This is an optimization exercise on Yosys and OpenROAD, whose aim is small area, a short achievable clock period and few clock cycles per item, not a production implementation. At most, simulation tests tie the RTL to the original design; equivalence was not proved. Only the layout flow was run in runs 3 and 4; the RTL was not checked for function there.

[flow/design.v]
`timescale 1ns/1ps
module average #(
    parameter NOF_BITS = 32,
    parameter WIDTH = 32
) (
    input  wire                     clk,
    input  wire                     rst_n,
    input  wire                     start,
    input  wire                     data_first,
    input  wire                     data_last,
    input  wire [NOF_BITS-1:0]      data_in,
    output wire [NOF_BITS:0]        data_out,
    output reg                      busy,
    output reg                      TO,
    output reg                      done
);
    reg        wt, dv, lst;
    reg [5:0]  c;           
    reg [31:0] din;         
    reg [16:0] cnt;         
    reg [7:0]  n3;          
    reg [32:0] q;           
    reg [15:0] r;           
    wire fast = (cnt[16:6] == 11'd0);
    wire [5:0] r0 = {r[5:1], r[0] | q[32]};    
    wire [7:0] t  = {r0, q[31:30]};
    wire [7:0] d1, d2, d3;
    wire ge1, ge2, ge3;
    pfx_add #(8) u_d1 (.a(t), .b(~{2'b0, cnt[5:0]}),       .ci(1'b1), .s(d1), .co(ge1));
    pfx_add #(8) u_d2 (.a(t), .b(~{1'b0, cnt[5:0], 1'b0}), .ci(1'b1), .s(d2), .co(ge2));
    pfx_add #(8) u_d3 (.a(t), .b(~n3),                     .ci(1'b1), .s(d3), .co(ge3));
    wire [5:0] fr = ge3 ? d3[5:0] : ge2 ? d2[5:0] : ge1 ? d1[5:0] : t[5:0];
    wire [1:0] fd = {ge2, ge3 | (ge1 & !ge2)};
    wire [16:0] st = {r[15:1], r0[0], q[31]};
    wire [16:0] sd;
    wire        sge;
    pfx_add #(17) u_sd (.a(st), .b(~cnt), .ci(1'b1), .s(sd), .co(sge));
    wire [15:0] sr = sge ? sd[15:0] : st[15:0];
    wire [32:0] acc;
    pfx_add #(33) u_acc (.a(q), .b({1'b0, din}), .ci(1'b0), .s(acc), .co());
    wire [5:0] load = (fast && cnt[5:0] != 6'd63) ? 6'd48 : 6'd32;
    wire       one  = fast && cnt[5:0] == 6'd0;    
    always @(posedge clk) begin
        din <= data_in;
        if (dv) begin
            q <= fast ? {1'b0, q[29:0], fd} : {1'b0, q[30:0], sge};
            r <= fast ? {sr[15:6], fr} : sr;
        end else if (busy) begin
            q <= acc;
            r <= 16'd0;
        end else begin
            q <= 33'd0;    
            r <= 16'd0;
        end
        if (!busy) begin
            cnt <= 17'd0;
            n3  <= 8'd0;
        end else if (!dv) begin
            cnt <= cnt + 17'd1;
            n3  <= n3 + 8'd3;
        end
        if (wt || dv) c <= c + 6'd1;
        else if (busy) c <= load;
        else c <= 6'd0;
    end
    always @(posedge clk or negedge rst_n) begin
        if (!rst_n) begin
            wt   <= 1'b0;
            busy <= 1'b0;
            dv   <= 1'b0;
            lst  <= 1'b0;
            TO   <= 1'b0;
            done <= 1'b0;
        end else begin
            TO   <= 1'b0;
            done <= 1'b0;
            lst  <= data_last;
            if (wt) begin
                if (c == 6'd11) begin
                    wt <= 1'b0;
                    TO <= 1'b1;
                end else if (data_first && c < 6'd10) begin
                    wt   <= 1'b0;
                    busy <= 1'b1;
                end
            end else if (busy) begin
                if (dv) begin
                    if (c == 6'd63) begin
                        busy <= 1'b0;
                        dv   <= 1'b0;
                        done <= 1'b1;
                    end
                end else if (lst) begin
                    if (one) begin
                        busy <= 1'b0;
                        done <= 1'b1;
                    end else begin
                        dv <= 1'b1;
                    end
                end
            end else if (start) begin
                wt <= 1'b1;
            end
        end
    end
    assign data_out = q[32:0];
endmodule
module pfx_add #(
    parameter W = 8
) (
    input  wire [W-1:0] a,
    input  wire [W-1:0] b,
    input  wire         ci,
    output wire [W-1:0] s,
    output wire         co
);
    localparam L = $clog2(W + 1);
    reg [W:0] g0, p0, g, p, gn, pn;
    integer i, k;
    always @(*) begin
        g0 = {a & b, ci};
        p0 = {a ^ b, 1'b0};
        g = g0;
        p = p0;
        for (k = 0; k < L; k = k + 1) begin
            gn = g;
            pn = p;
            for (i = 0; i <= W; i = i + 1)
                if ((i >> k) & 1) begin
                    if (k > 0 && i == (1 << k))
                        gn[i] = (g0[i] | (p0[i] & g0[i-1])) | (p0[i] & p0[i-1] & g[i-2]);
                    else
                        gn[i] = g[i] | (p[i] & g[((i >> k) << k) - 1]);
                    pn[i] = p[i] & p[((i >> k) << k) - 1];
                end
            g = gn;
            p = pn;
        end
    end
    assign s  = a ^ b ^ g[W-1:0];
    assign co = g[W];
endmodule
[flow/config.mk]
export PLATFORM = sky130hd
export DESIGN_NAME = average
export DESIGN_NICKNAME = average
export VERILOG_FILES = /design/flow/design.v
export SDC_FILE = /design/flow/constraint.sdc
export NUM_CORES = 4
export LEC_CHECK = 0
export CAP_MARGIN = 20
export CORE_MARGIN = 2
export CORE_UTILIZATION = 60
export CTS_BUF_LIST = sky130_fd_sc_hd__clkbuf_4 sky130_fd_sc_hd__clkbuf_8
export CTS_CLUSTER_SIZE = 30
export SETUP_SLACK_MARGIN = 5
export SLEW_MARGIN = 20
[flow/flow/run.sh]
#!/bin/bash
set -euo pipefail
bash standard.sh SETUP_SLACK_MARGIN=5.25 "BUFFER_PORTS_ARGS=-buffer_cell sky130_fd_sc_hd__buf_1" finish > make_finish.log 2>&1
[flow/standard.sh]
#!/bin/bash
# synth_recipe.tcl (not shown) runs the flow's synth.tcl, then flattens the netlist and writes it again
# the make line also repeats each setting of config.mk as NAME=value (left out here)
make -C /OpenROAD-flow-scripts/flow DESIGN_CONFIG=/design/flow/config.mk WORK_HOME=/design/flow/orfs CLKGATE_MAP_FILE= SYNTH_SCRIPT=/design/flow/synth_recipe.tcl "${@:-finish}"
[flow/constraint.sdc]
create_clock -name core_clock -period 8.0 [get_ports {clk}]
set_input_delay 1.6000 -clock core_clock [delete_from_list [all_inputs] [get_ports {clk}]]
set_output_delay 1.6000 -clock core_clock [all_outputs]
set_load 0.01 [all_outputs]
==> results of run 1 <==
==> per-layer routing <==
layer,vias up,share of wire (%)
met5,-,0
met4,0,2.5
met3,31,3.7
met2,107,48
met1,2730,45
li1,2936,-
==> cell type report <==
cell class,count,area [um^2],share of cell area (%)
Clock buffer,18,247.7,3.161
Clock inverter,14,147.6,1.884
Inverter,42,157.7,2.012
Multi-Input combinational cell,589,4329,55.25
Sequential cell,118,2395,30.56
Tap cell,143,178.9,2.283
Timing Repair Buffer,85,380.4,4.854
==> Yosys cell counts (all sizes together), types with 6 or more instances <==
| cell | number | area, um^2 |
|---|---|---|
| o32ai | 10 | 87.58 |
| nand2b | 8 | 50.05 |
| mux2i | 51 | 510.5 |
| o21a | 12 | 90.09 |
| buf | 6 | 33.78 |
| nor4 | 8 | 50.05 |
| clkbuf | 12 | 45.04 |
| xor2 | 25 | 219.0 |
| ha | 70 | 875.8 |
| o21ai | 36 | 187.7 |
| or3 | 6 | 42.54 |
| dfxtp | 112 | 2242 |
| a21o | 10 | 78.83 |
| nand3 | 19 | 95.09 |
| nor2 | 79 | 296.5 |
| inv | 42 | 157.7 |
| o22ai | 17 | 106.4 |
| and2 | 7 | 48.80 |
| a211oi | 13 | 102.6 |
| and3 | 9 | 58.80 |
| xnor2 | 41 | 359.1 |
| nor2b | 7 | 43.79 |
| a21oi | 43 | 215.2 |
| nor3 | 18 | 90.09 |
| dfrtp | 6 | 150.1 |
| nand4 | 8 | 50.05 |
| nand2 | 46 | 180.2 |
==> path summary, 6_finish.rpt <==
| kind | startpoint | end | slack, ns | cells after the start |
|---|---|---|---|---|
| min reg2reg | c[0] | c[0] | 0.48 | 1 |
| min | c[0] | c[0] | 0.48 | 1 |
| max | busy | busy | 5.30 | 1 |
| min in group asynchronous | rst_n | TO | 1.00 | 1 |
| max in group asynchronous | rst_n | dv | 6.76 | 1 |
| max reg2reg | q[32] | r[1] | 5.38 | 11 |
==> metrics by stage <==
| stage | util [%] | instance area (um^2) | std cells | setup WS [ns] | hold slack (ns) |
|---|---|---|---|---|---|
| detailed placement | 64.50 | 7302 | 968 | 5.132 | 0.4590 |
| finish | 69.22 | 7836 | 1009 | 5.301 | 0.4767 |
| global route | 69.22 | 7836 | 1009 | 5.240 | 0.5202 |
| CTS | 68.46 | 7750 | 1003 | 5.252 | 0.4769 |
| floorplan | - | 6900 | 767 | 5.420 | 0.4263 |
| global placement | 64.50 | 7302 | 968 | 5.227 | 0.4393 |
==> state kept, by name, indices dropped and copies added, names as in the netlist <==
signal / count
lst: 1
dv: 1
r: 16
n3: 8
busy: 1
din: 32
q: 33
TO: 1
wt: 1
done: 1
cnt: 17
c: 6
==> cells by family after synthesis <==
family | after synthesis | synth area share (%)
buf+inv | 60 | 3.427
xor+xnor | 66 | 8.377
compound gates | 174 | 17.10
mux | 54 | 7.888
simple gates | 224 | 15.56
flops | 118 | 34.67
fa+ha+maj | 71 | 12.98
==> what timing repair did <==
action	in CTS	in global routing
pin swaps	1	2
endpoints found under the setup margin	15	21
cloned	0	0
resized for setup	5	9
buffers inserted	3	6
==> out/results.ini, run 1 <==
[route]
drt_pass1_iterations = 4
drtAntennaViolNets = 0
wl_um = 15780
initial_drc_count = 296
detail_route.wl_per_cell_um = 15.64
via_count = 5804
vias_per_cell = 5.752
detail_route.drc_violations = 0

[finish]
mostFrequentLayoutCell = dfxtp_1
syn2layout_area_growth_pct = 13.56
final.fill_count = 931
insertedDiodeCount = 0
final_layout_size_suffix_gt1_share_pct = 9.584
layout.nets = 961
mostFrequentLayoutCells = dfxtp_1, nor2_1, buf_1, ha_1, mux2i_1

[clock_tree]
cts_tree = built
clock-root-buffer = clkbuf_8
cts_inserted_buffers = 17
post_cts_hold_buffer_count = 0
clkTransAtPathRegs_ns = 0.08
cts-root-to-sink-buffers = 2
clkLatencyLatePin_ns = 0.46
clock_sink_count = 118
clock_tree.htree_level_count = 4

[floorplan]
die_width_um = 111.2
die_y_um = 111.2
floorplan.rows = 39
io_pins = 73
effective_utilization_at_floorplan_pct = 60.95
core-area_um2 = 11320
die_area_um2 = 12370

[sta]
grt_setup_unrepaired = true
worst_slew_pin_slew_ns = 1.167
final_max_slew_viol_count = 0
final_hold_vio_count = 0
relSlewSlack_pct = 21.46
totalNegativeSetupSlack_ns = 0
finalClockSkew_ns = 0.009942
timing.fmax_mhz = 370.5
period_share_pct = 33.74
setup_viol_count_final = 0
timing.final.crit_period_ns = 2.699

[setup_path]
critPathSlowestCell = dfrtp_1
cp-start-kind = flop
worst-path-buf-inv = 1
setup.worst_path.class = flop to output port
worstPathRequired_ns = 6.40
cpLargestDelayFamily = flip-flops
crit_path_end_kind = output port
critPathArrivalTime_ns = 1.10
cp_cell_sequence = buf_1
critical_path_peak_fanout = 6
cpPeakStageDelay_ns = 0.47

[grt]
grt_start_max_net_pins = 52
grt_first_pass_wirelength_um = 26190
grt.total_usage_pct = 25.83
grt_overflow = 0
antenna_found_initial = 0
gr-usage-met1_pct = 30.99
grtUsageMet2_pct = 43.70
vias_in_the_first_global_route = 5802
global_route.peak_usage_layer = met2
grt.met3_usage_pct = 6.834

[synthesis]
synth_nets = 875
seq_area_frac_synth_pct = 34.67
synth_area_per_cell_um2 = 8.997
synth-seq-cells = 118
synth.distinct_cells = 69
mappedNetlistArea_um2 = 6900
async_reset_ff_share_pct = 5.085
synth-warning-count = 4
post_syn_instances = 767
number_of_synthesized_flops_with_an_enable_pin = 0
dominant_register_cell_in_the_synthesized_netlist = dfxtp_1

[placement]
detailedPlacementHpwl_um = 11110
port_buffers = 72
finalWeightedCongestion = 0.8596

[run_status]
status = no timing/DRC/antenna violations

[worst_hold_path]
min-delay-path-class = flop to flop

[flow_run]
max-cap-violations = 0

Testbench counts, summed over its fixed seeds: cycles 27,663, items 800.
==> run 2: changes to the inputs <==
==> flow/flow/run.sh (replaced) <==
#!/bin/bash
set -euo pipefail
bash standard.sh SETUP_SLACK_MARGIN=5.35 "BUFFER_PORTS_ARGS=-buffer_cell sky130_fd_sc_hd__buf_1" finish > make_finish.log 2>&1
==> out/results.ini, run 2 <==
[run_status]
status = no timing/DRC/antenna violations

[placement]
finalWeightedCongestion = 0.8596  ; unchanged
port_buffers = 72  ; unchanged
dp_cells = 968  ; unchanged
post_dp_cell_area_um2 = 7302  ; unchanged
detailedPlacementHpwl_um = 11110  ; unchanged

[sta]
grt_setup_unrepaired = true
totalNegativeSetupSlack_ns = 0  ; unchanged
timing.final.crit_period_ns = 2.601  ; -0.09780 ns
finalHoldWorstSlack_ns = 0.4760  ; -0.0007250 ns
final_hold_vio_count = 0  ; unchanged
worst_slew_pin_slew_ns = 1.184  ; +0.01647 ns
timing.fmax_mhz = 384.5  ; +3.8%
final_max_slew_viol_count = 0  ; unchanged
setup_viol_count_final = 0  ; unchanged
period_share_pct = 32.51  ; -1.2 points
relSlewSlack_pct = 20.35  ; -1.1 points
finalClockSkew_ns = 0.008131  ; -0.001811 ns

[worst_hold_path]
min-delay-path-class = flop to flop

[grt]
grt.met3_usage_pct = 6.834  ; unchanged
grtUsageMet2_pct = 44.11  ; +0.41 points
grt.total_usage_pct = 26.08  ; +0.25 points
gr-usage-met1_pct = 31.41  ; +0.42 points
vias_in_the_first_global_route = 5813  ; +0.19%
global_route.peak_usage_layer = met2
antenna_found_initial = 0  ; unchanged
grt_start_max_net_pins = 52  ; unchanged
grt_overflow = 0  ; unchanged
grt_first_pass_wirelength_um = 26390  ; +0.76%

[route]
initial_drc_count = 311  ; +5.1%
vias_per_cell = 5.796  ; +0.75%
drt_pass1_iterations = 5  ; +1
drtAntennaViolNets = 0  ; unchanged
via_count = 5871  ; +1.2%
detail_route.drc_violations = 0  ; unchanged
wl_um = 15960  ; +1.1%
detail_route.wl_per_cell_um = 15.76  ; +0.75%

[finish]
final.fill_count = 904  ; -2.9%
reg_top3 = q: 33 flops, din: 32 flops, cnt: 17 flops
final_layout_size_suffix_gt1_share_pct = 15.40  ; +5.8 points
sequential_cell_area_um2 = 2436  ; +1.7%
design_area_um2 = 7986  ; +1.9%
insertedDiodeCount = 0  ; unchanged
largest_register = q
layout.nets = 965  ; +0.42%
mostFrequentLayoutCell = dfxtp_1
mostFrequentLayoutCells = dfxtp_1, nor2_1, ha_1, buf_1, mux2i_1
multi_input_comb_area_um2 = 4395  ; +1.5%
syn2layout_area_growth_pct = 15.74
largest_register_ffs = 33  ; unchanged
final_cells = 1013  ; +0.40%

[synthesis]
synth-seq-cells = 118  ; unchanged
synth-warning-count = 4  ; unchanged
number_of_synthesized_flops_with_an_enable_pin = 0  ; unchanged
mappedNetlistArea_um2 = 6900  ; unchanged
synth.distinct_cells = 69  ; unchanged
synth_area_per_cell_um2 = 8.997  ; unchanged
synth_nets = 875  ; unchanged
async_reset_ff_share_pct = 5.085  ; unchanged
post_synth_most_frequent_cells = dfxtp_1, nor2_1, ha_1
dominant_register_cell_in_the_synthesized_netlist = dfxtp_1
seq_area_frac_synth_pct = 34.67  ; unchanged
netlist_top_cells_area = dfxtp_1, ha_1, mux2i_1
post_syn_instances = 767  ; unchanged
yosys.area.top_type = dfxtp_1
post-synth-top-area-fraction_pct = 32.49  ; unchanged
yosys.cell_count.top_type = dfxtp_1

[clock_tree]
clock_sink_count = 118  ; unchanged
cts_inserted_buffers = 17  ; unchanged
clock_tree.htree_level_count = 4  ; unchanged
cts-root-to-sink-buffers = 2  ; unchanged
cts_tree = built
clkLatencyLatePin_ns = 0.45  ; about the same
clkTransAtPathRegs_ns = 0.07  ; about the same
clock-root-buffer = clkbuf_8

[floorplan]
die_y_um = 111.2  ; unchanged
die_area_um2 = 12370  ; unchanged
io_pins = 73  ; unchanged
die_width_um = 111.2  ; unchanged
core-area_um2 = 11320  ; unchanged
effective_utilization_at_floorplan_pct = 60.95  ; unchanged
floorplan.rows = 39  ; unchanged

[setup_path]
cpLargestDelayFamily = flip-flops
cpPeakStageDelay_ns = 0.39  ; -0.08 ns
setup.worst_path.class = flop to output port
critPathSlowestCell = dfxtp_1
cp-start-kind = flop
worstPathRequired_ns = 6.40  ; about the same
critical_path_peak_fanout = 4  ; -2
worst-path-buf-inv = 1  ; unchanged
critPathArrivalTime_ns = 1.00  ; -0.10 ns
crit_path_end_kind = output port
cp_cell_sequence = buf_1

[flow_run]
max-cap-violations = 0  ; unchanged

==> run 2: per-layer routing <==
metal / share of wire [%] / routed length [um] / vias to the layer above
met4: 3.4 / 541 / 0
met3: 4.0 / 634 / 43
met5: 0 / 0 / -
met2: 48 / 7611 / 140
met1: 45 / 7175 / 2735
li1: - / - / 2953
==> run 2: kinds of logic (layout without fill, tap and decap cells) <==
family          count (synthesis)  after routing  synth area share (%)
simple gates                  224            225                 15.56
buf+inv                        60            162                 3.427
fa+ha+maj                      71             71                 12.98
compound gates                174            174                 17.10
flops                         118            118                 34.67
mux                            54             54                 7.888
xor+xnor                       66             66                 8.377
==> run 2: cell type report <==
cell class	count	area share [%]
Inverter	42	1.974
Sequential cell	118	30.50
Multi-Input combinational cell	590	55.04
Timing Repair Buffer	88	5.295
Clock buffer	18	3.102
Tap cell	143	2.240
Clock inverter	14	1.849
==> run 2: path summary, 6_finish.rpt <==
kind | start | endpoint | slack [ns] | depth (start not counted)
hold reg to reg | c[0] | c[0] | 0.48 | 1
hold / removal | c[0] | c[0] | 0.48 | 1
setup / recovery | q[25] | data_out[25] | 5.40 | 1
max in group asynchronous | rst_n | busy | 6.72 | 1
setup reg to reg | dv | cnt[15] | 5.44 | 8
min in group asynchronous | rst_n | TO | 1.01 | 1
==> run 2: what timing repair did <==
action / 4_1_cts / 5_1_grt
pin swaps: 2 / 6
gates resized for setup: 23 / 44
hold buffers: 0 / 0
buffers inserted: 6 / 6
cloned: 1 / 0
endpoints found under the setup margin: 29 / 49
==> run 2: worst reg2reg max path: stages (launching register included) <==
cell and delay [ns]:
dfrtp_1 0.37, buf_4 0.21, inv_1 0.09, nand4_1 0.16, nor4_1 0.94, and3_1 0.33
nand4_1 0.12, xnor2_1 0.17, nor2_1 0.05
==> run 2: stage by stage <==
step	setup WS (ns)	utilization [%]
after floorplan	5.420	-
after CTS	5.353	69.09
final	5.399	70.55
after global placement	5.227	64.50
after global routing	5.248	70.55
after detailed placement	5.132	64.50
==> run 3: changes to the inputs <==
--- a/flow/design.v
+++ b/flow/design.v
@@ -41,2 +41,3 @@
     wire [5:0] load = (fast && cnt[5:0] != 6'd63) ? 6'd48 : 6'd32;
+    wire       skip = fast && r[5:0] == 6'd0 && q[32:24] == 9'd0 && c[5:2] != 4'b1111;
     wire       one  = fast && cnt[5:0] == 6'd0;    
@@ -45,3 +46,3 @@
         if (dv) begin
-            q <= fast ? {1'b0, q[29:0], fd} : {1'b0, q[30:0], sge};
+            q <= skip ? {1'b0, q[23:0], 8'd0} : fast ? {1'b0, q[29:0], fd} : {1'b0, q[30:0], sge};
             r <= fast ? {sr[15:6], fr} : sr;
@@ -61,3 +62,3 @@
         end
-        if (wt || dv) c <= c + 6'd1;
+        if (wt || dv) c <= c + {3'd0, dv && skip, 1'b0, !(dv && skip)};
         else if (busy) c <= load;
==> flow/flow/run.sh (replaced) <==
#!/bin/bash
set -euo pipefail
bash standard.sh SETUP_SLACK_MARGIN=5.3 "BUFFER_PORTS_ARGS=-buffer_cell sky130_fd_sc_hd__buf_1" finish > make_finish.log 2>&1
--- a/flow/config.mk
+++ b/flow/config.mk
@@ -10,4 +10,2 @@
 export CORE_UTILIZATION = 60
-export CTS_BUF_LIST = sky130_fd_sc_hd__clkbuf_4 sky130_fd_sc_hd__clkbuf_8
-export CTS_CLUSTER_SIZE = 30
 export SETUP_SLACK_MARGIN = 5
==> out/results.ini, run 3 <==
[run_status]
status = no timing/DRC/antenna violations

[route]
drtAntennaViolNets = 0  ; unchanged
wirelength_met1_um = 8352  ; +16%
met2_length_um = 10440  ; +37%
dr.max_layer_used = met4
vias_per_cell = 6.238  ; +7.6%
detail_route.drc_violations = 0  ; unchanged
initial_drc_count = 460  ; +48%
met3_wirelength_um = 1254  ; +98%
detail_route.wl_per_cell_um = 18.92  ; +20%
via_count = 6837  ; +16%
drt_pass1_iterations = 5  ; unchanged
wl_um = 20730  ; +30%

[floorplan]
die_area_um2 = 12740  ; +3.0%
io_pins = 73  ; unchanged
effective_utilization_at_floorplan_pct = 61.76  ; +0.80 points
floorplan.rows = 39  ; unchanged
die_width_um = 112.9  ; +1.5%
core-area_um2 = 11520  ; +1.7%
die_y_um = 112.9  ; +1.5%

[finish]
multi_input_comb_area_um2 = 4846  ; +10%
final_layout_size_suffix_gt1_share_pct = 18.05  ; +2.6 points
largest_register_ffs = 33  ; unchanged
mostFrequentLayoutCells = dfxtp_1, nor2_1, buf_1, nand2_1, ha_1
final_cells = 1096  ; +8.2%
final.fill_count = 791  ; -13%
layout.nets = 1051  ; +8.9%
mostFrequentLayoutCell = dfxtp_1
syn2layout_area_growth_pct = 26.46
insertedDiodeCount = 0  ; unchanged
largest_register = q
sequential_cell_area_um2 = 2434  ; -0.10%
reg_top3 = q: 33 flops, din: 32 flops, cnt: 17 flops

[setup_path]
critical_path_peak_fanout = 6  ; +2
worst-path-buf-inv = 1  ; unchanged
worstPathRequired_ns = 8.31  ; +1.91 ns
cp_cell_sequence = ha_4, a211oi_4, o211a_1, nor3b_2, buf_4, o21a_1, o21a_1, o221a_1, or3_1, a32o_1
critPathArrivalTime_ns = 3.01  ; +2.01 ns
r2r_cells = 10  ; +2
cpPeakStageDelay_ns = 0.37  ; -0.02 ns
cpLargestDelayFamily = compound AO/OA/AOI/OAI gates
cp-start-kind = flop
worst-path-stages = 10  ; +9
setup.worst_path.class = flop to flop
crit_path_end_kind = flop
critPathSlowestCell = dfxtp_4
critical-path-top-cell-by-count = o21a_1

[sta]
relSlewSlack_pct = 51.97  ; +32 points
timing.final.crit_period_ns = 2.696  ; +0.09450 ns
final_max_slew_viol_count = 0  ; unchanged
worst_slew_pin_slew_ns = 0.7178  ; -0.4660 ns
finalClockSkew_ns = 0.008970  ; +0.0008391 ns
totalNegativeSetupSlack_ns = 0  ; unchanged
setup_viol_count_final = 0  ; unchanged
layout_setup_ws_ns = 5.304  ; -0.09450 ns
period_share_pct = 33.70  ; +1.2 points
final_hold_vio_count = 0  ; unchanged
timing.fmax_mhz = 371.0  ; -3.5%
grt_setup_unrepaired = true

[placement]
dp_cells = 1026  ; +6.0%
detailedPlace.worstSlack_ns = 4.805  ; -0.3275 ns
port_buffers = 72  ; unchanged
finalWeightedCongestion = 0.8835  ; +2.8%
detailedPlacementHpwl_um = 12840  ; +16%

[synthesis]
post-synth-top-area-fraction_pct = 31.53  ; -0.97 points
seq_area_frac_synth_pct = 33.64  ; -1.0 points
async_reset_ff_share_pct = 5.085  ; unchanged
mappedNetlistArea_um2 = 7112  ; +3.1%
post_syn_instances = 831  ; +8.3%
dominant_register_cell_in_the_synthesized_netlist = dfxtp_1
post_synth_most_frequent_cells = dfxtp_1, nor2_1, ha_1
yosys.cell_count.top_type = dfxtp_1
synth.distinct_cells = 69  ; unchanged
yosys.area.top_type = dfxtp_1
netlist_top_cells_area = dfxtp_1, ha_1, xnor2_1
number_of_synthesized_flops_with_an_enable_pin = 0  ; unchanged
synth_nets = 941  ; +7.5%
synth_area_per_cell_um2 = 8.558  ; -4.9%
synth-warning-count = 4  ; unchanged
synth-seq-cells = 118  ; unchanged

[grt]
grt_overflow = 0  ; unchanged
grt.total_usage_pct = 31.75  ; +5.7 points
antenna_found_initial = 0  ; unchanged
grt_start_max_net_pins = 43  ; -17%
grt_first_pass_wirelength_um = 32490  ; +23%
vias_in_the_first_global_route = 6749  ; +16%

[clock_tree]
cts_inserted_buffers = 17  ; unchanged
clock_sink_count = 118  ; unchanged
clock_tree.htree_level_count = 4  ; unchanged
cts-root-to-sink-buffers = 2  ; unchanged
clkTransAtPathRegs_ns = 0.06  ; about the same
clkLatencyLatePin_ns = 0.42  ; -0.03 ns
clock-root-buffer = clkbuf_16
cts_tree = built

[worst_hold_path]
min-delay-path-class = flop to flop
worst_hold_stages = 2  ; +1

[flow_run]
max-cap-violations = 0  ; unchanged

-- run 3: cell count changes in the layout (fill, tap and decap cells not counted), sizes merged, moves of 7 or more --
cell,previous run,this run
mux2i,51,20
nand3,19,28
buf,81,113
nor3,18,25
nand2,47,66
o21ai,36,48
-- run 3: what timing repair did --
| action | CTS | global route |
|---|---|---|
| hold buffers | 0 | 0 |
| pin swaps | 7 | 21 |
| endpoints found under the setup margin | 26 | 51 |
| gates cloned | 5 | 1 |
| buffers inserted | 21 | 12 |
| resized for setup | 25 | 94 |
-- run 3: final timing paths --
path,start,slack [ns],to
worst max-delay path,q[1],5.30,q[26]
worst min-delay path,n3[1],0.48,n3[1]
worst max register to register,q[1],5.30,q[26]
worst min register to register,n3[1],0.48,n3[1]
max in group asynchronous,rst_n,6.65,dv
min in group asynchronous,rst_n,1.06,TO
-- run 3: cells by family (layout without fill, tap and decap cells) --
kind of cell	count (synthesis)	after routing	share of synthesized area, %
AND/OR/NAND/NOR	262	262	17.42
multiplexers	22	22	3.132
XOR/XNOR	62	62	7.635
buffers and inverters	77	197	4.205
flip-flops	118	118	33.64
adder cells (fa/ha/maj)	73	73	12.95
AO/OA/AOI/OAI	217	219	21.02
-- run 3: stage by stage --
step / utilization, % / hold slack (ns) / instance area (um^2)
3_3_place_gp: 65.11 / 0.4495 / 7498
2_1_floorplan: - / 0.4356 / 7112
3_5_place_dp: 65.11 / 0.4540 / 7498
6_report: 78.10 / 0.4803 / 8994
4_1_cts: 74.11 / 0.4594 / 8534
5_1_grt: 78.10 / 0.5206 / 8994
-- run 3: worst reg2reg max path: stages (launching register included) --
cell and delay, ns:
dfxtp_4 0.37, ha_4 0.26, a211oi_4 0.26, o211a_1 0.29, nor3b_2 0.07, buf_4 0.16
o21a_1 0.18, o21a_1 0.21, o221a_1 0.23, or3_1 0.31, a32o_1 0.24
-- run 3: area by class of cell --
class	instances	share of cell area (%)
Timing Repair Buffer	115	8.139
Sequential cell	118	27.06
Clock buffer	23	5.426
Clock inverter	8	1.349
Multi-Input combinational cell	638	53.88
Inverter	51	2.156
Tap cell	143	1.989
-- run 3: per-layer routing --
layer / global-route usage [%] / up-vias
li1: - / 3236
met1: 36.23 / 3249
met2: 56.91 / 282
met3: 7.820 / 70
met4: 12.93 / 0
met5: 0 / -
==> run 4: changes to the inputs <==
--- a/flow/config.mk
+++ b/flow/config.mk
@@ -10,3 +10,6 @@
 export CORE_UTILIZATION = 60
+export CTS_BUF_LIST = sky130_fd_sc_hd__clkbuf_4 sky130_fd_sc_hd__clkbuf_8
+export CTS_CLUSTER_SIZE = 30
 export SETUP_SLACK_MARGIN = 5
 export SLEW_MARGIN = 20
+export TNS_END_PERCENT = 0
==> out/results.ini, run 4 <==
[worst_hold_path]
min-delay-path-class = flop to flop
hold_path.startpoint = n3[1]

[setup_path]
worst-path-stages = 1  ; -9
cpLargestDelayFamily = flip-flops
cpPeakStageDelay_ns = 0.48  ; +0.11 ns
worst-path-buf-inv = 1  ; unchanged
crit_path_end_kind = output port
rrSetupSlack_ns = 5.30  ; about the same
critPathArrivalTime_ns = 1.12  ; -1.89 ns
reg_to_reg_endpoint = c[4]
worst_setup_path_endpoint = data_out[7]
setup.worst_path.class = flop to output port
critPathSlowestCell = dfxtp_1
worst_r2r_startpoint = cnt[15]
worstPathRequired_ns = 6.40  ; -1.91 ns
cp_cell_sequence = buf_1
critical_path_peak_fanout = 5  ; -1
r2r_cells = 12  ; +2
critical_path.startpoint = q[7]
cp-start-kind = flop

[synthesis]
seq_area_frac_synth_pct = 33.64  ; unchanged
netlist_top_cells_area = dfxtp_1, ha_1, xnor2_1
mappedNetlistArea_um2 = 7112  ; unchanged
synth.mux.area_fraction_pct = 3.132  ; unchanged
synth_area_per_cell_um2 = 8.558  ; unchanged
yosys.cell_count.top_type = dfxtp_1
post-synth-top-area-fraction_pct = 31.53  ; unchanged
post_syn_instances = 831  ; unchanged
synth-simple-area-share_pct = 17.42  ; unchanged
synth-warning-count = 4  ; unchanged
number_of_synthesized_flops_with_an_enable_pin = 0  ; unchanged
async_reset_ff_share_pct = 5.085  ; unchanged
synth_nets = 941  ; unchanged
main_combinational_cell_family_by_area_after_synthesis = compound AO/OA/AOI/OAI gates
synth-seq-cells = 118  ; unchanged
post_synth_most_frequent_cells = dfxtp_1, nor2_1, ha_1
post_synthesis_share_of_cell_area_spent_on_xor_and_xnor_gates_pct = 7.635  ; unchanged
synth.distinct_cells = 69  ; unchanged
synthAdderAreaFrac_pct = 12.95  ; unchanged
yosys.area.top_type = dfxtp_1
share_of_the_synthesized_area_in_compound_gates_ao_oa_aoi_oai_pct = 21.02  ; unchanged
dominant_register_cell_in_the_synthesized_netlist = dfxtp_1

[clock_tree]
clock_tree.htree_level_count = 4  ; unchanged
cts_tree = built
clkLatencyLatePin_ns = 0.46  ; +0.04 ns
cts-root-to-sink-buffers = 2  ; unchanged
post_cts_hold_buffer_count = 0  ; unchanged
clkTransAtPathRegs_ns = 0.07  ; about the same
clock-root-buffer = clkbuf_8
cts_inserted_buffers = 17  ; unchanged
clock_sink_count = 118  ; unchanged

[route]
detail_route.drc_violations = 0  ; unchanged
initial_drc_count = 520  ; +13%
drtAntennaViolNets = 0  ; unchanged
via_count = 6684  ; -2.2%
vias_per_cell = 6.183  ; -0.88%
wl_um = 19920  ; -3.9%
drt_pass1_iterations = 5  ; unchanged
detail_route.wl_per_cell_um = 18.43  ; -2.6%

[floorplan]
io_pins = 73  ; unchanged
core-area_um2 = 11520  ; unchanged
die_y_um = 112.9  ; unchanged
die_width_um = 112.9  ; unchanged
effective_utilization_at_floorplan_pct = 61.76  ; unchanged
die_area_um2 = 12740  ; unchanged
floorplan.rows = 39  ; unchanged

[finish]
insertedDiodeCount = 0  ; unchanged
mostFrequentLayoutCells = dfxtp_1, nor2_1, buf_1, nand2_1, ha_1
mostFrequentLayoutCell = dfxtp_1
reg_top3 = q: 33 flops, din: 32 flops, cnt: 17 flops
syn2layout_area_growth_pct = 19.53
design_area_um2 = 8501  ; -5.5%
largest_register = q
final.fill_count = 904  ; +14%
sequential_cell_area_um2 = 2425  ; -0.36%
largest_register_ffs = 33  ; unchanged
layout.nets = 1036  ; -1.4%
final_cells = 1081  ; -1.4%
utilization_pct = 73.82  ; -4.3 points
final_layout_size_suffix_gt1_share_pct = 14.61  ; -3.4 points
multi_input_comb_area_um2 = 4706  ; -2.9%

[sta]
relSlewSlack_pct = 31.86  ; -20 points
period_share_pct = 34.04  ; +0.35 points
final_max_slew_viol_count = 0  ; unchanged
finalClockSkew_ns = 0.01035  ; +0.001379 ns
worst_slew_pin_slew_ns = 1.020  ; +0.3017 ns
final_hold_vio_count = 0  ; unchanged
timing.final.crit_period_ns = 2.723  ; +0.02782 ns
grt_setup_unrepaired = true
timing.fmax_mhz = 367.2  ; -1.0%
setup_viol_count_final = 0  ; unchanged
totalNegativeSetupSlack_ns = 0  ; unchanged

[placement]
port_buffers = 72  ; unchanged
detailedPlacementHpwl_um = 12840  ; unchanged
finalWeightedCongestion = 0.8835  ; unchanged
post_dp_cell_area_um2 = 7498  ; unchanged
dp_cells = 1026  ; unchanged

[grt]
grt.total_usage_pct = 30.29  ; -1.5 points
antenna_found_initial = 0  ; unchanged
grt_first_pass_wirelength_um = 30910  ; -4.9%
grt_start_max_net_pins = 45  ; +4.7%
grt_overflow = 0  ; unchanged
vias_in_the_first_global_route = 6452  ; -4.4%

[run_status]
status = no timing/DRC/antenna violations

[flow_run]
max-cap-violations = 0  ; unchanged

run 4: cells by family (layout without fill, tap and decap cells):
| kind of cell | Yosys count | in the layout |
|---|---|---|
| muxes | 22 | 22 |
| AOI/OAI and AO/OA | 217 | 219 |
| and+or+nand+nor | 262 | 262 |
| xor gates and xnor gates | 62 | 62 |
| adders and majority gates | 73 | 73 |
| buffers and inverters | 77 | 182 |
| DFF | 118 | 118 |
run 4: through the flow:
stage,worst slack [ns],hold slack [ns]
2_1_floorplan,5.404,0.4356
3_3_place_gp,4.922,0.4495
3_5_place_dp,4.805,0.4540
4_1_cts,5.200,0.4615
5_1_grt,5.119,0.5242
6_report,5.277,0.4823
run 4: per-layer routing:
metal  track usage, %  wire length (um)
met5                0                 0
met4            10.57               497
met3            7.445               990
met2            54.78             10200
met1            34.91              8237
run 4: worst min-delay path by stage:
stage          endpoint  cells past startpoint  slack (ns)
2_1_floorplan     r[12]                      2        0.44
3_3_place_gp      r[12]                      2        0.45
3_5_place_dp      r[12]                      2        0.45
4_1_cts           r[12]                      2        0.46
5_1_grt           n3[4]                      2        0.52
6_report          n3[1]                      2        0.48
run 4: final cells by class:
type	instances	share of cell area [%]
Tap cell	143	2.105
Timing Repair Buffer	100	6.756
Multi-Input combinational cell	638	55.36
Inverter	51	2.252
Clock buffer	23	3.577
Clock inverter	8	1.428
Sequential cell	118	28.53
run 4: what timing repair did:
item | in CTS | in global routing
gates resized for setup | 15 | 64
endpoints found under the hold margin | 0 | 0
setup buffers | 6 | 13
setup endpoints to repair | 40 | 76
pin swaps | 4 | 13
gates cloned | 2 | 3
==> run 5: changes to the inputs <==
--- a/flow/design.v
+++ b/flow/design.v
@@ -22,3 +22,3 @@
     reg [32:0] q;           
-    reg [15:0] r;           
+    wire [15:0] r = din[15:0];
     wire fast = (cnt[16:6] == 11'd0);
@@ -41,15 +41,14 @@
     wire [5:0] load = (fast && cnt[5:0] != 6'd63) ? 6'd48 : 6'd32;
-    wire       skip = fast && r[5:0] == 6'd0 && q[32:24] == 9'd0 && c[5:2] != 4'b1111;
     wire       one  = fast && cnt[5:0] == 6'd0;    
     always @(posedge clk) begin
-        din <= data_in;
+        din[31:16] <= data_in[31:16];
         if (dv) begin
-            q <= skip ? {1'b0, q[23:0], 8'd0} : fast ? {1'b0, q[29:0], fd} : {1'b0, q[30:0], sge};
-            r <= fast ? {sr[15:6], fr} : sr;
+            q <= fast ? {1'b0, q[29:0], fd} : {1'b0, q[30:0], sge};
+            din[15:0] <= fast ? {sr[15:6], fr} : sr;
         end else if (busy) begin
             q <= acc;
-            r <= 16'd0;
+            din[15:0] <= lst ? 16'd0 : data_in[15:0];    
         end else begin
             q <= 33'd0;    
-            r <= 16'd0;
+            din[15:0] <= data_in[15:0];
         end
@@ -62,3 +61,3 @@
         end
-        if (wt || dv) c <= c + {3'd0, dv && skip, 1'b0, !(dv && skip)};
+        if (wt || dv) c <= c + 6'd1;
         else if (busy) c <= load;
--- a/flow/config.mk
+++ b/flow/config.mk
@@ -14,2 +14 @@
 export SLEW_MARGIN = 20
-export TNS_END_PERCENT = 0
==> out/results.ini, run 5 <==
[synthesis]
mappedNetlistArea_um2 = 6531  ; -8.2%
post-synth-top-area-fraction_pct = 29.43  ; -2.1 points
post_synth_most_frequent_cells = dfxtp_1, ha_1, nor2_1
seq_area_frac_synth_pct = 31.72  ; -1.9 points
synth_area_per_cell_um2 = 8.697  ; +1.6%
yosys.cell_count.top_type = dfxtp_1
netlist_top_cells_area = dfxtp_1, ha_1, xnor2_1
synth.distinct_cells = 68  ; -1.4%
yosys.area.top_type = dfxtp_1
synth-warning-count = 4  ; unchanged
synth_nets = 859  ; -8.7%
synth-seq-cells = 102  ; -14%
dominant_register_cell_in_the_synthesized_netlist = dfxtp_1
async_reset_ff_share_pct = 5.882  ; +0.80 points
number_of_synthesized_flops_with_an_enable_pin = 0  ; unchanged
post_syn_instances = 751  ; -9.6%

[sta]
worst_slew_pin_slew_ns = 1.053  ; +0.03303 ns
totalNegativeSetupSlack_ns = 0  ; unchanged
final_hold_vio_count = 0  ; unchanged
finalClockSkew_ns = 0.01942  ; +0.009075 ns
layout_setup_ws_ns = 5.268  ; -0.008790 ns
timing.final.crit_period_ns = 2.732  ; +0.008790 ns
setup_viol_count_final = 0  ; unchanged
grt_setup_unrepaired = true
final_max_slew_viol_count = 0  ; unchanged
timing.fmax_mhz = 366.0  ; -0.32%
relSlewSlack_pct = 29.83  ; -2.0 points
period_share_pct = 34.15  ; +0.11 points

[setup_path]
r2r_cells = 12  ; unchanged
worst-path-stages = 12  ; +11
reg_to_reg_endpoint = din[13]
worst_setup_path_endpoint = din[13]
worst_r2r_startpoint = q[32]
worst-path-buf-inv = 2  ; +1
setup.worst_path.class = flop to flop
cpLargestDelayFamily = compound AO/OA/AOI/OAI gates
crit_path_end_kind = flop
critical_path_peak_fanout = 5  ; unchanged
rrSetupSlack_ns = 5.27  ; -0.03 ns
cp-start-kind = flop
worstPathRequired_ns = 8.26  ; +1.86 ns
cpPeakStageDelay_ns = 0.35  ; -0.13 ns
critPathArrivalTime_ns = 2.99  ; +1.87 ns
critPathSlowestCell = dfxtp_2
critical_path.startpoint = q[32]
cp_cell_sequence = nor2_2, inv_2, ha_4, nor2b_4, o2111ai_4, a211oi_2, nor3_2, o21ai_4, a31oi_4, buf_6, a32oi_1, o31ai_1

[clock_tree]
clkTransAtPathRegs_ns = 0.11  ; +0.04 ns
clkLatencyLatePin_ns = 0.40  ; -0.06 ns
clock_sink_count = 102  ; -14%
cts_inserted_buffers = 9  ; -8
cts_tree = built
cts-root-to-sink-buffers = 2  ; unchanged
clock_tree.htree_level_count = 3  ; -1
post_cts_hold_buffer_count = 0  ; unchanged
clock-root-buffer = clkbuf_8

[route]
vias_per_cell = 6.003  ; -2.9%
drt_pass1_iterations = 5  ; unchanged
detail_route.drc_violations = 0  ; unchanged
wl_um = 17100  ; -14%
via_count = 5901  ; -12%
drtAntennaViolNets = 0  ; unchanged
initial_drc_count = 329  ; -37%
detail_route.wl_per_cell_um = 17.40  ; -5.6%

[floorplan]
floorplan.rows = 38  ; -2.6%
die_y_um = 108.3  ; -4.0%
die_area_um2 = 11740  ; -7.9%
core-area_um2 = 10750  ; -6.7%
io_pins = 73  ; unchanged
effective_utilization_at_floorplan_pct = 60.78  ; -0.97 points
die_width_um = 108.3  ; -4.0%

[grt]
grt_start_max_net_pins = 50  ; +11%
grt_overflow = 0  ; unchanged
antenna_found_initial = 0  ; unchanged
grt.total_usage_pct = 29.13  ; -1.2 points
vias_in_the_first_global_route = 5547  ; -14%
grt_first_pass_wirelength_um = 26540  ; -14%

[finish]
layout.nets = 946  ; -8.7%
mostFrequentLayoutCells = dfxtp_1, buf_1, nor2_1, ha_1, nand2_1
insertedDiodeCount = 0  ; unchanged
mostFrequentLayoutCell = dfxtp_1
sequential_cell_area_um2 = 2098  ; -13%
syn2layout_area_growth_pct = 16.74
final.fill_count = 899  ; -0.55%
largest_register = q
reg_top3 = q: 33 flops, din: 32 flops, cnt: 17 flops
multi_input_comb_area_um2 = 4488  ; -4.6%
largest_register_ffs = 33  ; unchanged
final_layout_size_suffix_gt1_share_pct = 13.29  ; -1.3 points

[placement]
finalWeightedCongestion = 0.8930  ; +1.1%
detailedPlace.worstSlack_ns = 4.714  ; -0.09094 ns
detailedPlacementHpwl_um = 11600  ; -9.7%
port_buffers = 72  ; unchanged

[flow_run]
max-cap-violations = 0  ; unchanged

[run_status]
status = no timing/DRC/antenna violations

[worst_hold_path]
min-delay-path-class = flop to flop

## run 5: cell count changes after synthesis, moves of 8 or more
cell,change
dfxtp_1,-16
mux2i_1,+15
nor2_1,-21
nand2_1,-17
a21o_1,+8
xnor2_1,+9
nor3_1,-11
o21ai_0,-20
## run 5: metal layers
layer	routed length (um)	share of wire (%)	global-route usage, %	up-vias
met5	0	0	0	-
met3	726	4.2	6.148	22
met1	7440	43	34.69	2850
met2	8707	51	52.20	116
li1	-	-	-	2913
met4	230	1.3	9.341	0
## run 5: cell type report
class,instances,area share (%)
multi-input cells,581,58.86
clock buffers,13,2.182
flip-flops and latches,102,27.52
well taps,140,2.297
clock inverters,3,0.5743
inverters,45,2.215
repair buffers,99,6.351
## run 5: how the worst min path moves through the flow
stage | startpoint | endpoint | slack [ns] | cells after the start
finish | c[0] | c[0] | 0.47 | 1
global route | c[0] | c[0] | 0.51 | 1
CTS | c[0] | c[0] | 0.47 | 1
detailed placement | c[0] | c[0] | 0.45 | 1
global placement | c[0] | c[0] | 0.45 | 1
floorplan | c[0] | c[0] | 0.43 | 1
## run 5: what timing repair did
item,CTS,global route
setup buffers,9,14
resized for setup,27,41
cloned,2,0
setup endpoints to repair,30,35
pin swaps,9,20
## run 5: logic make-up after synthesis
family / share of synthesized area [%]
muxes: 5.881
xor gates and xnor gates: 8.851
adders and majority gates: 13.72
and+or+nand+nor: 14.90
buffers and inverters: 4.100
AOI/OAI and AO/OA: 20.82
DFF: 31.72
## run 5: metrics by stage
stage	cell area (um^2)	instances	hold WS [ns]	utilization [%]
6_report	7625	983	0.4658	70.96
3_5_place_dp	6909	942	0.4495	64.30
4_1_cts	7346	969	0.4722	68.36
2_1_floorplan	6531	751	0.4263	-
3_3_place_gp	6909	942	0.4466	64.30
5_1_grt	7625	983	0.5090	70.96
Testbench counts of run 5, summed over its fixed seeds: cycles 27,663, items 800.
==> run 6: changes to the inputs <==
--- a/flow/config.mk
+++ b/flow/config.mk
@@ -9,3 +9,3 @@
 export CORE_MARGIN = 2
-export CORE_UTILIZATION = 60
+export CORE_UTILIZATION = 50
 export CTS_BUF_LIST = sky130_fd_sc_hd__clkbuf_4 sky130_fd_sc_hd__clkbuf_8
==> out/results.ini, run 6 <==
[floorplan]
floorplan.rows = 41  ; +7.9%
effective_utilization_at_floorplan_pct = 51.55  ; -9.2 points
core-area_um2 = 12670  ; +18%
io_pins = 73  ; unchanged
die_area_um2 = 13990  ; +19%
die_width_um = 118.3  ; +9.2%
die_y_um = 118.3  ; +9.2%

[grt]
grt_overflow = 0  ; unchanged
grt_start_max_net_pins = 50  ; unchanged
grt_first_pass_wirelength_um = 26840  ; +1.1%
antenna_found_initial = 0  ; unchanged
grt.total_usage_pct = 23.72  ; -5.4 points
vias_in_the_first_global_route = 5635  ; +1.6%

[sta]
layout_setup_ws_ns = 5.313  ; +0.04563 ns
timing.final.crit_period_ns = 2.687  ; -0.04563 ns
totalNegativeSetupSlack_ns = 0  ; unchanged
grt_setup_unrepaired = true
finalClockSkew_ns = 0.008774  ; -0.01065 ns
relSlewSlack_pct = 30.20  ; +0.37 points
setup_viol_count_final = 0  ; unchanged
final_hold_vio_count = 0  ; unchanged
period_share_pct = 33.58  ; -0.57 points
final_max_slew_viol_count = 0  ; unchanged
timing.fmax_mhz = 372.2  ; +1.7%
worst_slew_pin_slew_ns = 1.047  ; -0.005567 ns

[clock_tree]
clock-root-buffer = clkbuf_8
clock_tree.htree_level_count = 3  ; unchanged
post_cts_hold_buffer_count = 0  ; unchanged
cts-root-to-sink-buffers = 2  ; unchanged
clkLatencyLatePin_ns = 0.39  ; about the same
clkTransAtPathRegs_ns = 0.10  ; about the same
cts_tree = built
cts_inserted_buffers = 9  ; unchanged
clock_sink_count = 102  ; unchanged

[route]
wl_um = 17160  ; +0.33%
drtAntennaViolNets = 0  ; unchanged
initial_drc_count = 385  ; +17%
detail_route.drc_violations = 0  ; unchanged
vias_per_cell = 5.840  ; -2.7%
drt_pass1_iterations = 6  ; +1
detail_route.wl_per_cell_um = 16.82  ; -3.3%
via_count = 5957  ; +0.95%

[synthesis]
synth_area_per_cell_um2 = 8.697  ; unchanged
yosys.cell_count.top_type = dfxtp_1
synth-seq-cells = 102  ; unchanged
netlist_top_cells_area = dfxtp_1, ha_1, xnor2_1
post-synth-top-area-fraction_pct = 29.43  ; unchanged
async_reset_ff_share_pct = 5.882  ; unchanged
synth.distinct_cells = 68  ; unchanged
synth_nets = 859  ; unchanged
mappedNetlistArea_um2 = 6531  ; unchanged
dominant_register_cell_in_the_synthesized_netlist = dfxtp_1
post_synth_most_frequent_cells = dfxtp_1, ha_1, nor2_1
seq_area_frac_synth_pct = 31.72  ; unchanged
yosys.area.top_type = dfxtp_1
number_of_synthesized_flops_with_an_enable_pin = 0  ; unchanged
post_syn_instances = 751  ; unchanged
synth-warning-count = 4  ; unchanged

[finish]
mostFrequentLayoutCell = dfxtp_1
insertedDiodeCount = 0  ; unchanged
syn2layout_area_growth_pct = 20.52
final.fill_count = 1168  ; +30%
mostFrequentLayoutCells = dfxtp_1, buf_1, nor2_1, ha_1, nand2_1
layout.nets = 951  ; +0.53%
largest_register_ffs = 33  ; unchanged
reg_top3 = q: 33 flops, din: 32 flops, cnt: 17 flops
final_layout_size_suffix_gt1_share_pct = 15.57  ; +2.3 points
largest_register = q

[setup_path]
cp-start-kind = flop
worstPathRequired_ns = 8.32  ; +0.06 ns
critical_path_peak_fanout = 5  ; unchanged
critPathArrivalTime_ns = 3.00  ; about the same
setup.worst_path.class = flop to flop
crit_path_end_kind = flop

[placement]
finalWeightedCongestion = 0.8657  ; -3.1%
detailedPlacementHpwl_um = 11780  ; +1.6%
port_buffers = 72  ; unchanged
detailedPlace.worstSlack_ns = 4.713  ; -0.0007100 ns

[run_status]
status = no timing/DRC/antenna violations

[flow_run]
max-cap-violations = 0  ; unchanged

[worst_hold_path]
min-delay-path-class = flop to flop

## run 6: cell counts after synthesis
Identical to the previous run, type by type.
## run 6: metrics by stage
step | util, % | hold slack, ns | area, um^2 | std cells
4_1_cts | 58.38 | 0.4836 | 7397 | 999
3_5_place_dp | 54.84 | 0.4596 | 6949 | 974
5_1_grt | 62.12 | 0.5183 | 7871 | 1020
2_1_floorplan | - | 0.4263 | 6531 | 751
3_3_place_gp | 54.84 | 0.4490 | 6949 | 974
6_report | 62.12 | 0.4794 | 7871 | 1020
## run 6: metal layers
metal / track usage, % / routed length [um]
met2: 40.25 / 8306
met4: 7.982 / 347
met1: 29.46 / 7761
met5: 0 / 0
met3: 5.598 / 745
## run 6: cell type report
class	count	area, um^2	area share [%]
well taps	172	215.2	2.734
flip-flops and latches	102	2116	26.88
clock buffers	10	137.6	1.749
multi-input cells	582	4626	58.77
clock inverters	6	93.84	1.192
repair buffers	103	514.2	6.533
inverters	45	168.9	2.146
## run 6: final timing paths
check | endpoint | startpoint | slack, ns | cells past startpoint
max in group asynchronous | busy | rst_n | 6.68 | 1
worst max-delay path | din[5] | q[32] | 5.31 | 12
worst min register to register | c[0] | c[0] | 0.48 | 1
worst max register to register | din[5] | q[32] | 5.31 | 12
min in group asynchronous | TO | rst_n | 1.06 | 1
worst min-delay path | c[0] | c[0] | 0.48 | 1
## run 6: logic make-up after synthesis
kind of cell             Yosys count  share of synthesized area (%)
AO/OA/AOI/OAI                    199                          20.82
XOR/XNOR                          66                          8.851
adder cells (fa/ha/maj)           71                          13.72
buffers and inverters             70                          4.100
flip-flops                       102                          31.72
multiplexers                      38                          5.881
AND/OR/NAND/NOR                  205                          14.90
## run 6: repair_timing
item	CTS	global route
gates cloned	2	1
gates resized for setup	26	67
endpoints found under the setup margin	32	33
buffers inserted	7	19
pin swaps	9	23
## run 6: worst max-delay path, cell delays in order, from the launching register on
cell	delay, ns
dfxtp_2	0.35
nor2_2	0.11
inv_2	0.08
ha_4	0.29
nor2b_4	0.20
o2111ai_4	0.16
a211oi_4	0.30
nor3_4	0.08
o21ai_4	0.27
a31oi_4	0.19
buf_4	0.21
o21ba_2	0.20
a22oi_1	0.16
==> run 7: changes to the inputs <==
==> flow/flow/run.sh (replaced) <==
#!/bin/bash
set -euo pipefail
bash standard.sh SETUP_SLACK_MARGIN=5.25 "BUFFER_PORTS_ARGS=-buffer_cell sky130_fd_sc_hd__buf_1" finish > make_finish.log 2>&1
--- a/flow/config.mk
+++ b/flow/config.mk
@@ -9,3 +9,3 @@
 export CORE_MARGIN = 2
-export CORE_UTILIZATION = 50
+export CORE_UTILIZATION = 60
 export CTS_BUF_LIST = sky130_fd_sc_hd__clkbuf_4 sky130_fd_sc_hd__clkbuf_8
==> out/results.ini, run 7 <==
[finish]
final_cells = 977  ; -4.2%
insertedDiodeCount = 0  ; unchanged
largest_register_ffs = 33  ; unchanged
largest_register = q
mostFrequentLayoutCells = dfxtp_1, buf_1, ha_1, nor2_1, nand2_1
syn2layout_area_growth_pct = 15.88
final.fill_count = 889  ; -24%
final_layout_size_suffix_gt1_share_pct = 12.19  ; -3.4 points
multi_input_comb_area_um2 = 4463  ; -3.5%
reg_top3 = q: 33 flops, din: 32 flops, cnt: 17 flops
utilization_pct = 70.44  ; +8.3 points
sequential_cell_area_um2 = 2097  ; -0.89%
mostFrequentLayoutCell = dfxtp_1
layout.nets = 940  ; -1.2%

[setup_path]
cp_cell_sequence = nor2_2, inv_2, ha_4, nor2b_4, o2111ai_4, a211oi_4, nor3_4, o21ai_4, buf_6, a31oi_4, buf_6, mux2i_1, o21ai_1
cpPeakStageDelay_ns = 0.34  ; about the same
cp-start-kind = flop
worstPathRequired_ns = 8.26  ; -0.06 ns
setup.worst_path.class = flop to flop
critical-path-top-cell-by-count = buf_6
critical_path_peak_fanout = 5  ; unchanged
critPathSlowestCell = dfxtp_2
crit_path_end_kind = flop
critPathArrivalTime_ns = 2.94  ; -0.06 ns

[route]
initial_drc_count = 397  ; +3.1%
drt_pass1_iterations = 5  ; -1
wl_um = 17060  ; -0.60%
detail_route.drc_violations = 0  ; unchanged
vias_per_cell = 6.027  ; +3.2%
drtAntennaViolNets = 0  ; unchanged
via_count = 5888  ; -1.2%
detail_route.wl_per_cell_um = 17.46  ; +3.8%

[synthesis]
netlist_top_cells_area = dfxtp_1, ha_1, xnor2_1
synth_area_per_cell_um2 = 8.697  ; unchanged
post_synth_most_frequent_cells = dfxtp_1, ha_1, nor2_1
yosys.area.top_type = dfxtp_1
post_syn_instances = 751  ; unchanged
post-synth-top-area-fraction_pct = 29.43  ; unchanged
dominant_register_cell_in_the_synthesized_netlist = dfxtp_1
async_reset_ff_share_pct = 5.882  ; unchanged
synth-warning-count = 4  ; unchanged
yosys.cell_count.top_type = dfxtp_1
synth_nets = 859  ; unchanged
synth-seq-cells = 102  ; unchanged
number_of_synthesized_flops_with_an_enable_pin = 0  ; unchanged
seq_area_frac_synth_pct = 31.72  ; unchanged
synth.distinct_cells = 68  ; unchanged
mappedNetlistArea_um2 = 6531  ; unchanged

[sta]
worst_slew_pin_slew_ns = 1.057  ; +0.009884 ns
setup_viol_count_final = 0  ; unchanged
timing.fmax_mhz = 373.3  ; +0.29%
period_share_pct = 33.49  ; -0.096 points
final_hold_vio_count = 0  ; unchanged
timing.final.crit_period_ns = 2.679  ; -0.007670 ns
finalClockSkew_ns = 0.01717  ; +0.008394 ns
final_max_slew_viol_count = 0  ; unchanged
totalNegativeSetupSlack_ns = 0  ; unchanged
grt_setup_unrepaired = true
relSlewSlack_pct = 29.54  ; -0.66 points

[clock_tree]
cts-root-to-sink-buffers = 2  ; unchanged
clkTransAtPathRegs_ns = 0.10  ; about the same
clkLatencyLatePin_ns = 0.39  ; about the same
clock_sink_count = 102  ; unchanged
clock-root-buffer = clkbuf_8
cts_tree = built
cts_inserted_buffers = 9  ; unchanged
clock_tree.htree_level_count = 3  ; unchanged
post_cts_hold_buffer_count = 0  ; unchanged

[placement]
finalWeightedCongestion = 0.8930  ; +3.2%
detailedPlacementHpwl_um = 11600  ; -1.5%
dp_cells = 942  ; -3.3%
port_buffers = 72  ; unchanged

[grt]
grt_first_pass_wirelength_um = 26410  ; -1.6%
grt_overflow = 0  ; unchanged
grt.total_usage_pct = 28.99  ; +5.3 points
antenna_found_initial = 0  ; unchanged
grt_start_max_net_pins = 50  ; unchanged
vias_in_the_first_global_route = 5520  ; -2.0%

[floorplan]
die_y_um = 108.3  ; -8.4%
effective_utilization_at_floorplan_pct = 60.78  ; +9.2 points
die_width_um = 108.3  ; -8.4%
floorplan.rows = 38  ; -7.3%
io_pins = 73  ; unchanged
die_area_um2 = 11740  ; -16%
core-area_um2 = 10750  ; -15%

[run_status]
status = no timing/DRC/antenna violations

[worst_hold_path]
min-delay-path-class = flop to flop

[flow_run]
max-cap-violations = 0  ; unchanged

## run 7: cell counts after synthesis
Identical to the previous run, type by type.
## run 7: metal layers
layer  share of wire, %  up-vias  global-route usage, %
li1                   -     2898                      -
met1                 43     2795                  34.67
met2                 49      156                  51.89
met3                5.2       39                  6.028
met4                2.6        0                  9.249
met5                  0        -                      0
## run 7: path summary, 6_finish.rpt
check                            start  endpoint  slack (ns)  cells past startpoint
min in group asynchronous        rst_n        wt        1.07                      1
worst min-delay path              c[0]      c[0]        0.47                      1
max in group asynchronous        rst_n      busy        6.67                      1
worst max register to register  din[0]   din[11]        5.32                     13
worst max-delay path            din[0]   din[11]        5.32                     13
worst min register to register    c[0]      c[0]        0.47                      1
## run 7: per-stage QoR
stage	hold slack [ns]	area, um^2	worst slack, ns
3_5_place_dp	0.4495	6909	4.714
4_1_cts	0.4722	7288	5.255
3_3_place_gp	0.4466	6909	4.780
6_report	0.4657	7569	5.321
5_1_grt	0.5090	7569	5.175
2_1_floorplan	0.4263	6531	5.378
## run 7: logic make-up after synthesis
| kind of cell | synth area share, % |
|---|---|
| XOR/XNOR | 8.851 |
| AND/OR/NAND/NOR | 14.90 |
| multiplexers | 5.881 |
| flip-flops | 31.72 |
| buffers and inverters | 4.100 |
| adder cells (fa/ha/maj) | 13.72 |
| AO/OA/AOI/OAI | 20.82 |
## run 7: what timing repair did
| item | 4_1_cts | 5_1_grt |
|---|---|---|
| resized for setup | 16 | 50 |
| pin swaps | 6 | 18 |
| cloned | 2 | 0 |
| buffers inserted | 9 | 7 |
| setup endpoints to repair | 28 | 28 |
## run 7: area by class of cell
| cell class | instances | area share (%) |
|---|---|---|
| Clock buffer | 13 | 2.199 |
| Clock inverter | 3 | 0.5786 |
| Inverter | 45 | 2.232 |
| Multi-Input combinational cell | 581 | 58.97 |
| Sequential cell | 102 | 27.71 |
| Tap cell | 140 | 2.314 |
| Timing Repair Buffer | 93 | 6.001 |
## run 7: worst max-delay path, delay by kind of cell, from the launching register on
kind                       cells  cell delay [ns]
DFF                            1             0.34
adders and majority gates      1             0.25
muxes                          1             0.19
buffers and inverters          3             0.38
and+or+nand+nor                3             0.49
AOI/OAI and AO/OA              5             0.88
==> run 8: changes to the inputs <==
--- a/flow/config.mk
+++ b/flow/config.mk
@@ -10,3 +10,3 @@
 export CORE_UTILIZATION = 60
-export CTS_BUF_LIST = sky130_fd_sc_hd__clkbuf_4 sky130_fd_sc_hd__clkbuf_8
+export CTS_BUF_LIST = sky130_fd_sc_hd__clkbuf_8 sky130_fd_sc_hd__clkbuf_16
 export CTS_CLUSTER_SIZE = 30
==> out/results.ini, run 8 <==
[run_status]
status = no timing/DRC/antenna violations

[floorplan]
io_pins = 73  ; unchanged
die_area_um2 = 11740  ; unchanged
effective_utilization_at_floorplan_pct = 60.78  ; unchanged
die_y_um = 108.3  ; unchanged
floorplan.rows = 38  ; unchanged
die_width_um = 108.3  ; unchanged

[synthesis]
synth_nets = 859  ; unchanged
post_syn_instances = 751  ; unchanged
synth-seq-cells = 102  ; unchanged
synth-simple-area-share_pct = 14.90  ; unchanged
synth.mux.area_fraction_pct = 5.881  ; unchanged
seq_area_frac_synth_pct = 31.72  ; unchanged
synth-warning-count = 4  ; unchanged
yosys.cell_count.top_type = dfxtp_1
main_combinational_cell_family_by_area_after_synthesis = compound AO/OA/AOI/OAI gates
mappedNetlistArea_um2 = 6531  ; unchanged
synth_area_per_cell_um2 = 8.697  ; unchanged
synthAdderAreaFrac_pct = 13.72  ; unchanged
number_of_synthesized_flops_with_an_enable_pin = 0  ; unchanged
post_synthesis_share_of_cell_area_spent_on_xor_and_xnor_gates_pct = 8.851  ; unchanged
netlist_top_cells_area = dfxtp_1, ha_1, xnor2_1
post_synth_most_frequent_cells = dfxtp_1, ha_1, nor2_1

[route]
wl_um = 17050  ; about the same
drtAntennaViolNets = 0  ; unchanged
vias_per_cell = 6.023  ; about the same
detail_route.drc_violations = 0  ; unchanged
drt_pass1_iterations = 6  ; +1
via_count = 5884  ; -0.068%
initial_drc_count = 383  ; -3.5%

[placement]
dp_cells = 942  ; unchanged
detailedPlacementHpwl_um = 11600  ; unchanged
port_buffers = 72  ; unchanged
finalWeightedCongestion = 0.8930  ; unchanged

[setup_path]
critPathArrivalTime_ns = 2.94  ; about the same
critical_path_peak_fanout = 5  ; unchanged
cp-start-kind = flop

[sta]
final_hold_vio_count = 0  ; unchanged
timing.final.crit_period_ns = 2.685  ; +0.006480 ns
timing.fmax_mhz = 372.4  ; -0.24%
totalNegativeSetupSlack_ns = 0  ; unchanged
period_share_pct = 33.57  ; +0.081 points
relSlewSlack_pct = 29.98  ; +0.44 points
setup_viol_count_final = 0  ; unchanged
worst_slew_pin_slew_ns = 1.050  ; -0.006641 ns
final_max_slew_viol_count = 0  ; unchanged
finalClockSkew_ns = 0.01682  ; -0.0003491 ns

[clock_tree]
cts_tree = built
clock-root-buffer = clkbuf_8
cts_inserted_buffers = 9  ; unchanged
cts-root-to-sink-buffers = 2  ; unchanged

[grt]
antenna_found_initial = 0  ; unchanged
grt_overflow = 0  ; unchanged
grt.total_usage_pct = 29.02  ; about the same
grt_start_max_net_pins = 50  ; unchanged

[finish]
syn2layout_area_growth_pct = 15.77  ; about the same
largest_register_ffs = 33  ; unchanged
final_layout_size_suffix_gt1_share_pct = 11.95  ; -0.24 points
reg_top3 = q: 33 flops, din: 32 flops, cnt: 17 flops
mostFrequentLayoutCell = dfxtp_1
layout.nets = 940  ; unchanged
multi_input_comb_area_um2 = 4463  ; unchanged

-- run 8: cell count changes in the layout (fill, tap and decap cells not counted) --
cell,before,now
clkbuf_4,2,0
inv_1,42,44
-- run 8: cells by family after synthesis --
group / after synthesis
AND/OR/NAND/NOR: 205
AO/OA/AOI/OAI: 199
flip-flops: 102
adder cells (fa/ha/maj): 71
buffers and inverters: 70
XOR/XNOR: 66
multiplexers: 38
-- run 8: through the flow --
| step | area (um^2) | setup slack, ns | utilization (%) | hold WS, ns |
|---|---|---|---|---|
| 2_1_floorplan | 6531 | 5.378 | - | 0.4263 |
| 3_3_place_gp | 6909 | 4.780 | 64.30 | 0.4466 |
| 3_5_place_dp | 6909 | 4.714 | 64.30 | 0.4495 |
| 4_1_cts | 7281 | 5.255 | 67.76 | 0.4722 |
| 5_1_grt | 7561 | 5.175 | 70.37 | 0.5096 |
| 6_report | 7561 | 5.315 | 70.37 | 0.4659 |
-- run 8: worst paths after layout --
check | from | end | slack (ns) | cells past startpoint
max in group asynchronous | rst_n | busy | 6.67 | 1
worst max register to register | din[0] | din[11] | 5.31 | 13
worst min-delay path | c[0] | c[0] | 0.47 | 1
worst max-delay path | din[0] | din[11] | 5.31 | 13
min in group asynchronous | rst_n | wt | 1.07 | 1
worst min register to register | c[0] | c[0] | 0.47 | 1
-- run 8: critical path: stages, from the launching register on --
cell and delay, ns:
dfxtp_2 0.34, nor2_2 0.11, inv_2 0.07, ha_4 0.25
nor2b_4 0.14, o2111ai_4 0.26, a211oi_4 0.11, nor3_4 0.24
o21ai_4 0.10, buf_6 0.13, a31oi_4 0.34, buf_6 0.18
mux2i_1 0.19, o21ai_1 0.07
-- run 8: area by class of cell --
class	count	share of cell area, %
Inverter	45	2.234
Timing Repair Buffer	93	6.007
Tap cell	140	2.317
Clock buffer	11	2.002
Clock inverter	5	0.6785
Sequential cell	102	27.73
Multi-Input combinational cell	581	59.03
-- run 8: timing repair --
| item | 4_1_cts | 5_1_grt |
|---|---|---|
| resized for setup | 16 | 50 |
| pin swaps | 6 | 18 |
| setup buffers | 9 | 7 |
| hold endpoints to repair | 0 | 0 |
| endpoints found under the setup margin | 28 | 28 |
| cloned | 2 | 0 |
| hold buffers | 0 | 0 |
-- run 8: layer usage --
| metal | GRT usage (%) | part of all wire (%) | vias up |
|---|---|---|---|
| met1 | 34.67 | 43 | 2806 |
| met2 | 51.98 | 50 | 147 |
| met5 | 0 | 0 | - |
| li1 | - | - | 2900 |
| met4 | 9.249 | 2.2 | 0 |
| met3 | 6.028 | 5.0 | 31 |

[afterwards: timing with drivers on the ports]
Ports are ideal in the flow. The routed layouts listed here were re-timed in OpenROAD.
Step 1 sets driving cells, clkbuf_16 on the clock port and buf_2 on the other inputs (assumed; they add their load-dependent delay and slew).
Step 2 adds t to the input delays and takes it off the output delays; t is the mean of the earliest and latest rising clock arrival at the registers after step 1. Input paths then give back, and output paths get back, about the clock's delay inside the block.
Three values: ideal ports, drivers, drivers and shift; two values: the first two.
run	t, ns	setup slack, ns	worst slew at a driven data input, ns
run 1	0.487	5.301 / 5.265 / 5.376	0.03
run 2	0.479	5.399 / 5.363 / 5.439	0.03
run 3	0.455	5.304 / 5.279 / 5.304	0.04
run 4	0.488	5.277 / 5.242 / 5.298	0.04
run 5	0.423	5.268 / 5.268 / 5.268	0.04
run 6	0.425	5.313 / 5.309 / 5.313	0.04
run 7	0.418	5.321 / 5.297 / 5.321	0.04
run 8	0.418	5.315 / 5.293 / 5.315	0.04
After both steps every run listed still meets setup and hold.
